From an optimization exercise on the open Yosys and OpenROAD flow, aimed at small area; shortcuts taken in it are not production practice.
For this run, only the layout was checked, not whether the RTL still works.
Power and IR drop assume default switching activity.

==> flow/design.v <==
`timescale 1ns/1ns
module Register #(parameter size) (clk,rst,ld,Input,Output); 
	input clk,rst,ld;
	input [size-1:0]Input;
	output reg [size-1:0]Output;
	always @(posedge clk or posedge rst)begin
		if (rst) 
			Output<=0;
		else if(ld)
			Output<=Input;
	end
endmodule
`timescale 1ns/1ns
module Adder(A,B,cin,cout,S);
	input [31:0]A,B;
	input cin;
	output [31:0]S;
	output cout;
	assign {cout,S}=A+B+cin;
endmodule
`timescale 1ns/1ns
module ALU(Operation,A,B,Result,zero);
	input [31:0]A,B;
	input [2:0]Operation;
	output reg [31:0]Result;
	output zero;
	always@(Operation,A,B)begin	
		Result=32'b0;
		if(Operation==3'b000)
			Result=A&B;
		else if(Operation==3'b001)
			Result=A|B;
		else if(Operation==3'b010)
			Result=A+B;
		else if(Operation==3'b110)
			Result=A-B;
		else if(Operation==3'b111)begin
			if(A[31]==B[31])
				Result=(A<B)?32'b1:32'b0;
			if(A[31]==1'b1&B[31]==1'b0)
				Result=32'b1;
			if(A[31]==1'b0&B[31]==1'b1)
				Result=32'b0;
		end
	end
	assign zero = (Result==32'd0) ? 1'b1 : 1'b0;
endmodule
`timescale 1ns/1ns
module mux2to1_32bit(i0, i1, select ,Ioutput);
	input [31:0] i0,i1;
	input select;
	output [31:0] Ioutput;
	assign Ioutput = select ? i1 :i0;
endmodule
`timescale 1ns/1ns
module mux2to1_5bit(i0, i1, select ,Ioutput);
	input [4:0] i0,i1;
	input select;
	output [4:0] Ioutput;
	assign Ioutput = select ? i1 :i0;
endmodule
`timescale 1ns/1ns
module mux4to1_32b (i0,i1,i2,i3,sel,Ioutput);
	input [31:0] i0,i1,i2,i3;
	input [1:0] sel;
	output [31:0] Ioutput;
	assign Ioutput =(sel==2'b00) ? i0:
		 	(sel==2'b01) ? i1:
			(sel==2'b10) ? i2:
		 	(sel==2'b11) ? i3: 1'bx;
endmodule
`timescale 1ns/1ns
module RegisterFile(clk,rst,RegWrite,ReadReg1,ReadReg2,WriteReg,WriteData,ReadData1,ReadData2);
	input clk,rst,RegWrite;
	input[4:0]ReadReg1,ReadReg2,WriteReg;
	input [31:0]WriteData;
	output[31:0]ReadData1,ReadData2;
	reg [31:0] Registers [0:31];
	assign ReadData1 = Registers[ReadReg1];
	assign ReadData2 = Registers[ReadReg2];
	integer k;
	always @(negedge clk or posedge rst)begin
		if(rst)
   			for (k = 0; k < 32; k = k + 1) begin
   				Registers[k] <= 32'b0; 
   			end 	
		else if (RegWrite) 
			Registers[WriteReg] <= WriteData;
	end
endmodule
`timescale 1ns/1ns
module HazardUnit(clk,Rt,Rs,ID_EX_Rt,ID_EX_MemRead,Bubble,PCWrite,IF_ID_Write);
	input clk,ID_EX_MemRead;
	input [4:0]Rt,Rs,ID_EX_Rt;
	output reg Bubble,PCWrite,IF_ID_Write;
	always @(*)begin
		{PCWrite,IF_ID_Write,Bubble}=3'b111;
		if(ID_EX_MemRead)begin
			if(Rt==ID_EX_Rt | Rs==ID_EX_Rt)begin	
				{PCWrite,IF_ID_Write,Bubble}=3'b000;
			end
		end
	end
endmodule	
`timescale 1ns/1ns
module ForwardingUnit(EX_MEM_RegWrite,MEM_WB_RegWrite,EX_MEM_Rd,MEM_WB_Rd,ID_EX_Rs,ID_EX_Rt,selA,selB);
	input EX_MEM_RegWrite,MEM_WB_RegWrite;
	input [4:0] EX_MEM_Rd,MEM_WB_Rd,ID_EX_Rs,ID_EX_Rt;
	output reg [1:0] selA,selB;
	always @(EX_MEM_RegWrite,MEM_WB_RegWrite,EX_MEM_Rd,MEM_WB_Rd,ID_EX_Rs,ID_EX_Rt)begin
		{selA,selB}=4'b0;
		if((EX_MEM_RegWrite==1'b1)&(EX_MEM_Rd==ID_EX_Rs)&(EX_MEM_Rd!=5'b0))
			selA=2'b10;
		if((EX_MEM_RegWrite==1'b1)&(EX_MEM_Rd==ID_EX_Rt)&(EX_MEM_Rd!=5'b0))
			selB=2'b10;
		if((MEM_WB_RegWrite==1'b1)&(MEM_WB_Rd==ID_EX_Rs)&(MEM_WB_Rd!=5'b0)& !((EX_MEM_RegWrite==1'b1)&(EX_MEM_Rd==ID_EX_Rs)&(EX_MEM_Rd!=5'b0)))
			selA=2'b01;
		if((MEM_WB_RegWrite==1'b1)&(MEM_WB_Rd==ID_EX_Rt)&(MEM_WB_Rd!=5'b0)& !((EX_MEM_RegWrite==1'b1)&(EX_MEM_Rd==ID_EX_Rt)&(EX_MEM_Rd!=5'b0)))
			selB=2'b01;
	end
endmodule
`timescale 1ns/1ns
module PIPE_Control(clk,rst,Bubble,Opc,Func,zero,ID_EX_Out,EX_MEM_Out,MEM_WB_Out,PCSrc);
	input clk,rst,Bubble;
	input [5:0]Opc,Func;
	input zero;
	output PCSrc;
	output [13:0] ID_EX_Out;
	output [5:0] EX_MEM_Out;
	output [2:0] MEM_WB_Out;
	wire[13:0]ID_EX_In;
	reg[1:0]ALUop;
	reg RegDst,RegWrite,ALUSrc,MemRead,MemWrite,MemToReg,WriteSrc,SelWrite,JorJr,Jmp;
	reg [2:0]ALUOperation;
	reg branch; 
	assign ID_EX_In=Bubble?{ALUSrc,RegDst,SelWrite,ALUOperation,JorJr,Jmp,branch,MemRead,MemWrite,MemToReg,WriteSrc,RegWrite}:14'b0;
	Register #(14) IDEX(clk,rst,1'b1,ID_EX_In,ID_EX_Out); 
	Register #(6) EXMEM(clk,rst,1'b1,ID_EX_Out[5:0],EX_MEM_Out);
	Register #(3) MEMWB(clk,rst,1'b1,EX_MEM_Out[2:0],MEM_WB_Out);
	parameter[5:0] RT=0,addi=1,slti=2,lw=3,sw=4,beq=5,j=6,jr=7,jal=8;
	always@(Opc)begin
		{RegDst,RegWrite,ALUSrc,MemRead,MemWrite,MemToReg,branch,WriteSrc,SelWrite,JorJr,Jmp}=11'b0;
		ALUop=2'b00;
		case(Opc)
			slti:begin ALUSrc=1'b1;ALUop=2'b11;MemToReg=1'b0; WriteSrc=1'b0;RegDst=1'b0;SelWrite=1'b0;RegWrite=1'b1;end
			addi:begin ALUSrc=1'b1;ALUop=2'b01;MemToReg=1'b0; WriteSrc=1'b0;RegDst=1'b0;SelWrite=1'b0;RegWrite=1'b1;end
			jr:begin JorJr=1'b1;Jmp=1'b1;end
			jal:begin WriteSrc=1'b1;SelWrite=1'b1;JorJr=1'b0;Jmp=1'b1;RegWrite=1'b1;end
			j:begin JorJr=1'b0;Jmp=1'b1;end
			beq:begin ALUSrc=1'b0;ALUop=2'b10;Jmp=1'b0;branch=1'b1;end
			lw:begin ALUSrc=1'b1;ALUop=2'b01;MemRead=1'b1;MemToReg=1'b1; WriteSrc=1'b0;RegDst=1'b0;SelWrite=1'b0;RegWrite=1'b1;end
			sw:begin ALUSrc=1'b1;ALUop=2'b01;MemWrite=1'b1;end	
			RT:begin ALUSrc=1'b0;ALUop=2'b00;MemToReg=1'b0; WriteSrc=1'b0;RegDst=1'b1;SelWrite=1'b0;RegWrite=1'b1;end
		endcase
	end
	assign PCSrc=EX_MEM_Out[5]&zero;
	always@(Func,ALUop)begin 
		ALUOperation=3'b0;
		case(ALUop)
			2'b00:case(Func)
					6'b000001:ALUOperation=3'b010;
					6'b000010:ALUOperation=3'b110;
					6'b000100:ALUOperation=3'b000;
					6'b001000:ALUOperation=3'b001;
					6'b010000:ALUOperation=3'b111;
				endcase
			2'b01:ALUOperation=3'b010;
			2'b10:ALUOperation=3'b110;
			2'b11:ALUOperation=3'b111;	
		endcase
	end
endmodule
`timescale 1ns/1ns
module PIPE_DP(clk,rst,RegDst,RegWrite,ALUSrc,ALUOp,MemToReg,PCSrc,WriteSrc,SelWrite,InstOut,DMReadData,zero,JorJr,selA,selB,
	PCWrite,IF_ID_Write,Bubble,Jmp,Func,Opc,PCOut,DMAddress,DMWriteData, EX_MEM_Rd , MEM_WB_Rd , ID_EX_Rt , ID_EX_Rs , IF_ID_Rs , IF_ID_Rt);
	input [31:0]InstOut,DMReadData;
	input clk,rst,RegDst,RegWrite,ALUSrc,MemToReg,PCSrc,WriteSrc,SelWrite,JorJr,Jmp,PCWrite,IF_ID_Write,Bubble;
	input [1:0]selA,selB;
	input [2:0]ALUOp;
	output [4:0]EX_MEM_Rd,MEM_WB_Rd,ID_EX_Rt,ID_EX_Rs,IF_ID_Rs,IF_ID_Rt;
	output [5:0]Opc,Func;
	output [31:0]PCOut,DMAddress,DMWriteData;
	output zero;
	wire [31:0]mux1out,mux2out,mux3out,mux4out,mux7out,mux8out,mux9out,mux10out;
	wire [4:0]mux5out,mux6out;
	wire [63:0]IF_ID_Out;
	wire [153:0]ID_EX_Out;
	wire [133:0]EX_MEM_Out;
	wire [100:0]MEM_WB_Out;
	wire[31:0]adder1out,adder2out;
	wire ALUzero;
	wire [31:0]ALUResult;	
	wire [31:0]ReadData1,ReadData2;
	wire [31:0]PCOut;	
	assign zero=EX_MEM_Out[69];
	assign Opc=IF_ID_Out[31:26];
	assign Func=IF_ID_Out[5:0];
	assign EX_MEM_Rd=EX_MEM_Out[4:0];
	assign MEM_WB_Rd=MEM_WB_Out[4:0];
	assign ID_EX_Rt=ID_EX_Out[116:112];
	assign ID_EX_Rs=ID_EX_Out[121:117];
	assign IF_ID_Rs=IF_ID_Out[25:21];
	assign IF_ID_Rt=IF_ID_Out[20:16];
	assign DMAddress=EX_MEM_Out[68:37];
	assign DMWriteData=EX_MEM_Out[36:5];
	Register #(64) IF_ID(clk,rst,IF_ID_Write,{adder1out,InstOut},IF_ID_Out);
	Register #(154) ID_EX(clk,rst,1'b1,{IF_ID_Out[63:32],IF_ID_Out[25:0],ReadData1,ReadData2,{{16{IF_ID_Out[15]}},IF_ID_Out[15:0]}},ID_EX_Out);	
	Register #(134) EX_MEM(clk,rst,1'b1,{ID_EX_Out[153:122],adder2out,ALUzero,ALUResult,mux10out,mux6out},EX_MEM_Out);
	Register #(101) MEM_WB(clk,rst,1'b1,{EX_MEM_Out[133:102],DMReadData,EX_MEM_Out[68:37],EX_MEM_Out[4:0]},MEM_WB_Out);
	Register #(32) PC(clk,rst,PCWrite,mux1out,PCOut); 	
	mux2to1_32bit m1(mux3out,mux2out,Jmp,mux1out);
	mux2to1_32bit m2({ID_EX_Out[153:150],ID_EX_Out[121:96],2'b0},mux9out,JorJr,mux2out);
	mux2to1_32bit m3(adder1out,EX_MEM_Out[101:70],PCSrc,mux3out);
	mux2to1_32bit m4(mux10out,ID_EX_Out[31:0],ALUSrc,mux4out);
	mux2to1_5bit m5(ID_EX_Out[116:112],ID_EX_Out[111:107],RegDst,mux5out);
	mux2to1_5bit m6(mux5out,5'd31,SelWrite,mux6out);
	mux2to1_32bit m7(MEM_WB_Out[36:5],MEM_WB_Out[68:37],MemToReg,mux7out);
	mux2to1_32bit m8(mux7out,MEM_WB_Out[100:69],WriteSrc,mux8out);		
	mux4to1_32b m9(ID_EX_Out[95:64],mux8out,EX_MEM_Out[68:37],32'b0,selA,mux9out);
	mux4to1_32b m10(ID_EX_Out[63:32],mux8out,EX_MEM_Out[68:37],32'b0,selB,mux10out);
	RegisterFile RegFile(clk,rst,RegWrite,IF_ID_Out[25:21],IF_ID_Out[20:16],MEM_WB_Out[4:0],mux8out,ReadData1,ReadData2);
	Adder add1(32'd4,PCOut,1'b0,,adder1out);
	Adder add2(ID_EX_Out[153:122],{ID_EX_Out[31:0]<<2},1'b0,,adder2out);
	ALU alu(ALUOp,mux9out,mux4out,ALUResult,ALUzero);
endmodule
`timescale 1ns/1ns
module PIPE_Top(clk,rst,InstOut,DMReadData,PCOut,DMAddress,DMWriteData,MemRead,MemWrite);
	input clk,rst;
	input [31:0]InstOut,DMReadData;
	output MemRead,MemWrite;
	output [31:0]DMWriteData,DMAddress,PCOut;
	wire [4:0]ID_EX_Rt,ID_EX_Rs,IF_ID_Rs,IF_ID_Rt,EX_MEM_Rd,MEM_WB_Rd;
	wire IF_ID_Write,PCWrite,Bubble;
	wire [1:0]selA,selB;
	wire RegDst,RegWrite,ALUSrc,MemToReg,PCSrc,WriteSrc,SelWrite,JorJr,Jmp;
	wire [2:0]ALUOperation;
	wire [4:0]Rt,Rs;
	wire [13:0] ID_EX_Out;
	wire [5:0] EX_MEM_Out;
	wire [2:0] MEM_WB_Out;
	wire [5:0]Opc,Func;
	wire zero;
	wire ID_EX_MemRead;
	wire EX_MEM_RegWrite,MEM_WB_RegWrite;
	assign EX_MEM_RegWrite=EX_MEM_Out[0];
	assign MEM_WB_RegWrite=MEM_WB_Out[0];
	assign RegWrite=MEM_WB_Out[0];
	assign WriteSrc=MEM_WB_Out[1];
	assign MemToReg=MEM_WB_Out[2];
	assign MemWrite=EX_MEM_Out[3];
	assign MemRead=EX_MEM_Out[4];
	assign Jmp=ID_EX_Out[6];
	assign JorJr=ID_EX_Out[7];
	assign ALUOperation=ID_EX_Out[10:8];
	assign SelWrite=ID_EX_Out[11];
	assign RegDst=ID_EX_Out[12];
	assign ALUSrc=ID_EX_Out[13];
	assign Rt=IF_ID_Rt;
	assign Rs=IF_ID_Rs;
	assign ID_EX_MemRead=ID_EX_Out[4];
	PIPE_DP dp(clk,rst,RegDst,RegWrite,ALUSrc,ALUOperation,MemToReg,PCSrc,WriteSrc,SelWrite,InstOut,DMReadData,zero,JorJr,selA,selB,
		PCWrite,IF_ID_Write,Bubble,Jmp,Func,Opc,PCOut,DMAddress,DMWriteData,EX_MEM_Rd,MEM_WB_Rd,ID_EX_Rt,ID_EX_Rs,IF_ID_Rs,IF_ID_Rt);
	PIPE_Control con(clk,rst,Bubble,Opc,Func,zero,ID_EX_Out,EX_MEM_Out,MEM_WB_Out,PCSrc);
	HazardUnit hazard(clk,Rt,Rs,ID_EX_Rt,ID_EX_MemRead,Bubble,PCWrite,IF_ID_Write);
	ForwardingUnit forward(EX_MEM_RegWrite,MEM_WB_RegWrite,EX_MEM_Rd,MEM_WB_Rd,ID_EX_Rs,ID_EX_Rt,selA,selB);
endmodule
==> flow/run.sh <==
#!/bin/bash
# synth_recipe.tcl (not shown) runs the flow's synth.tcl, then flattens the netlist and writes it again
# the make line also repeats each setting of config.mk as NAME=value (left out here)
make -C /OpenROAD-flow-scripts/flow DESIGN_CONFIG=/design/flow/config.mk WORK_HOME=/design/flow/orfs CLKGATE_MAP_FILE= SYNTH_SCRIPT=/design/flow/synth_recipe.tcl finish
==> flow/config.mk <==
export PLATFORM = sky130hd
export DESIGN_NAME = PIPE_Top
export DESIGN_NICKNAME = PIPE_Top
export VERILOG_FILES = /design/flow/design.v
export SDC_FILE = /design/flow/constraint.sdc
export NUM_CORES = 4
export LEC_CHECK = 0
export CAP_MARGIN = 20
export CORE_MARGIN = 2
export CORE_UTILIZATION = 30
export PLACE_DENSITY = 0.5
export SLEW_MARGIN = 20
==> flow/constraint.sdc <==
create_clock -name core_clock -period 8.5 [get_ports {clk}]
set_input_delay 1.7000 -clock core_clock [delete_from_list [all_inputs] [get_ports {clk}]]
set_output_delay 1.7000 -clock core_clock [all_outputs]
set_load 0.01 [all_outputs]
==> run notes <==
Setup WS post-layout=1330 ps; chip height=493 um; Gate Count Post-Synth=7580; clock latency (worst-skew pair)=840 ps; Hold Vio Cnt, Final=0; Synth top area share=35.7%; CTS tree=built; fin nets=7661; Netlist cell types=88; register clock-pin slew on the reported worst setup and hold paths=60 ps; vias=67200; Worst slew margin=12.9%; DP HPWL=223 mm; Worst-Margin Slew=1310 ps; Final Max Slew Viols=0; vias per cell=6.23; routability cong.=0.933; Yosys reg bits=1495; syn avg cell area=9.46 um2; crit end category=flip-flop; critical-path maximum fanout=54; largest net degree at the start of global routing=128; Critical Path Start Type=flip-flop; port bufs=163; Post-synth EDFFs=0; pre-CTS setup slack=930 ps; CTS Buf Count=164; Core ar.=0.238 mm2; GRT met1 Usage=40.6%; drt first pass iters=19; H-tree depth=4; GRT Residual Overflow=0; Hold WC Path Type=reg -> reg; setup bufs post-CTS=0; busiest grt layer=met2; die area=0.243 mm2; Main synth FF type=dfrtn_1; First DRT Iteration DRCs=10100; Synth Net Count=7776; layout cells sized above 1=9.85%; number of global-route vias before repair=63200; GRT Overall Usage=29.9%; CTS Buffer Depth=3; post-CTS sizing=0; Yosys top cell by area=dfrtn_1; Avg WL per Cell=34.7 um; worst vdd ir=0.141 mV; Seq/Total Area, Yosys=52.2%; initial antenna violation count=19; Clock Sinks=1495; Pwr Total=17.3 mW; Leak=35.6 nW; setup TNS=0 ps; most common cell in the netlist=nand2_1; Die Width=493 um; WP data arrival=3470 ps; Data required, critical path=4800 ps; type of the worst setup path=reg -> reg; FP Rows=179; status=no timing/DRC/antenna violations; ranking of synthesized cells by area=dfrtn_1, dfrtp_1, o21ai_0; M2 GR Usage=40.7%; first-pass GRT wire length=515 mm; hold_buf cts=0; Synth top cells by count=nand2_1, o21ai_0, dfrtn_1, clkbuf_1, dfrtp_1; synthesized area=0.0717 mm2; asr flop ratio synth=100%; synthesis warning total=14; post-route ant nets=0; final WL=374 mm; initial core utilization=30.2%; drt drc=0; Setup violations, final=0; RSZ-0062 raised after global routing=no; Fin Clk Skew=121 ps; grt met3 use=11.6%; Cell Pwr Density=207 mW/mm2; IO Pins=164; synthesis-to-finish area growth=16.3%; CTS Root Cell=clkbuf_16; MaxCap Viol Count=0
==> cell type report <==
type,count,area (um2)
Antenna cell,20,50.0
Sequential cell,1495,37400
Inverter,162,612
Multi-Input combinational cell,5211,31700
Timing Repair Buffer,431,4090
Clock buffer,236,4830
Fill cell,24100,154000
Tap cell,3167,3960
Clock inverter,59,707
==> power breakdown <==
part           internal (mW)  switching, mW  total (mW)
Sequential              7.58          0.479        8.06
Clock                   4.30           3.20        7.50
Combinational          0.628           1.11        1.74
Total                   12.5           4.79        17.3
==> path summary, 6_finish.rpt <==
kind	start	endpoint	slack [ps]	cells past startpoint
worst max-delay path	dp.MEM_WB.Output[1]$_DFF_PP0_	dp.RegFile.Registers[9][31]$_DFFE_NP0P_	1330	7
worst min-delay path	dp.ID_EX.Output[123]$_DFF_PP0_	dp.EX_MEM.Output[103]$_DFF_PP0_	350	0
worst max register to register	dp.MEM_WB.Output[1]$_DFF_PP0_	dp.RegFile.Registers[9][31]$_DFFE_NP0P_	1330	7
worst min register to register	dp.ID_EX.Output[123]$_DFF_PP0_	dp.EX_MEM.Output[103]$_DFF_PP0_	350	0
max in group asynchronous	rst	dp.RegFile.Registers[27][16]$_DFFE_NP0P_	1690	3
min in group asynchronous	rst	dp.ID_EX.Output[62]$_DFF_PP0_	1910	3
==> cell families (layout without fill, tap and decap cells) <==
family	count (synthesis)	after routing	share of synthesized area, %
buffers and inverters	874	888	4.93
muxes	101	101	1.48
and+or+nand+nor	2123	2123	12.6
adders and majority gates	130	130	2.30
AOI/OAI and AO/OA	2752	2752	25.3
xor gates and xnor gates	105	105	1.28
DFF	1495	1495	52.2
other	0	20	0
==> registers in the layout, indices dropped and copies added (netlist names), 5 cells and up <==
name / count
dp.PC.Output: 32
con.EXMEM.Output: 5
dp.MEM_WB.Output: 101
dp.IF_ID.Output: 64
con.IDEX.Output: 12
dp.RegFile.Registers: 1024
dp.EX_MEM.Output: 132
dp.ID_EX.Output: 122
==> placed cells by master, fill, tap and decap left out, types with 20 or more instances in the layout <==
master / instances
nor2_1: 276
xnor2_1: 72
nor2_4: 64
dfrtn_1: 1024
nand2_4: 24
clkbuf_16: 169
a22oi_1: 324
o21ai_0: 1151
mux2i_1: 63
o21a_1: 42
nand4_1: 149
clkbuf_8: 35
nor2b_1: 24
buf_12: 29
dfrtp_1: 466
o32a_1: 64
nand2_1: 1295
o211ai_1: 21
buf_4: 234
nand2b_1: 21
a21oi_1: 285
nand3_1: 108
clkinv_2: 26
a21oi_2: 28
clkbuf_1: 32
a22o_1: 333
inv_1: 159
a221oi_1: 329
mux2_2: 38
clkdlybuf4s50_1: 163
a21o_1: 21
xor2_1: 33
ha_1: 127
nor3_1: 43
diode_2: 20
==> stage by stage <==
stage	instances	hold WS [ps]	area [um2]	util [%]
after floorplan	7580	331	71700	-
after global placement	10500	332	77700	32.7
after detailed placement	10500	335	77700	32.7
after CTS	10800	349	83300	35.0
after global routing	10800	354	83400	35.0
final	10800	349	83400	35.1
==> per-layer routing <==
layer | routed length, um | part of all wire, % | vias up
met5 | 134 | 0.036 | -
met4 | 23800 | 6.3 | 16
met3 | 51600 | 14 | 1417
met2 | 149000 | 40 | 5249
met1 | 150000 | 40 | 33300
li1 | - | - | 27200
==> critical path: stages, from the launching register on <==
cell and delay (ps):
dfrtp_1 500, buf_4 260, nor2b_1 390, buf_4 300, nand2_4 580, buf_4 450
nand2_1 80, o21ai_0 80
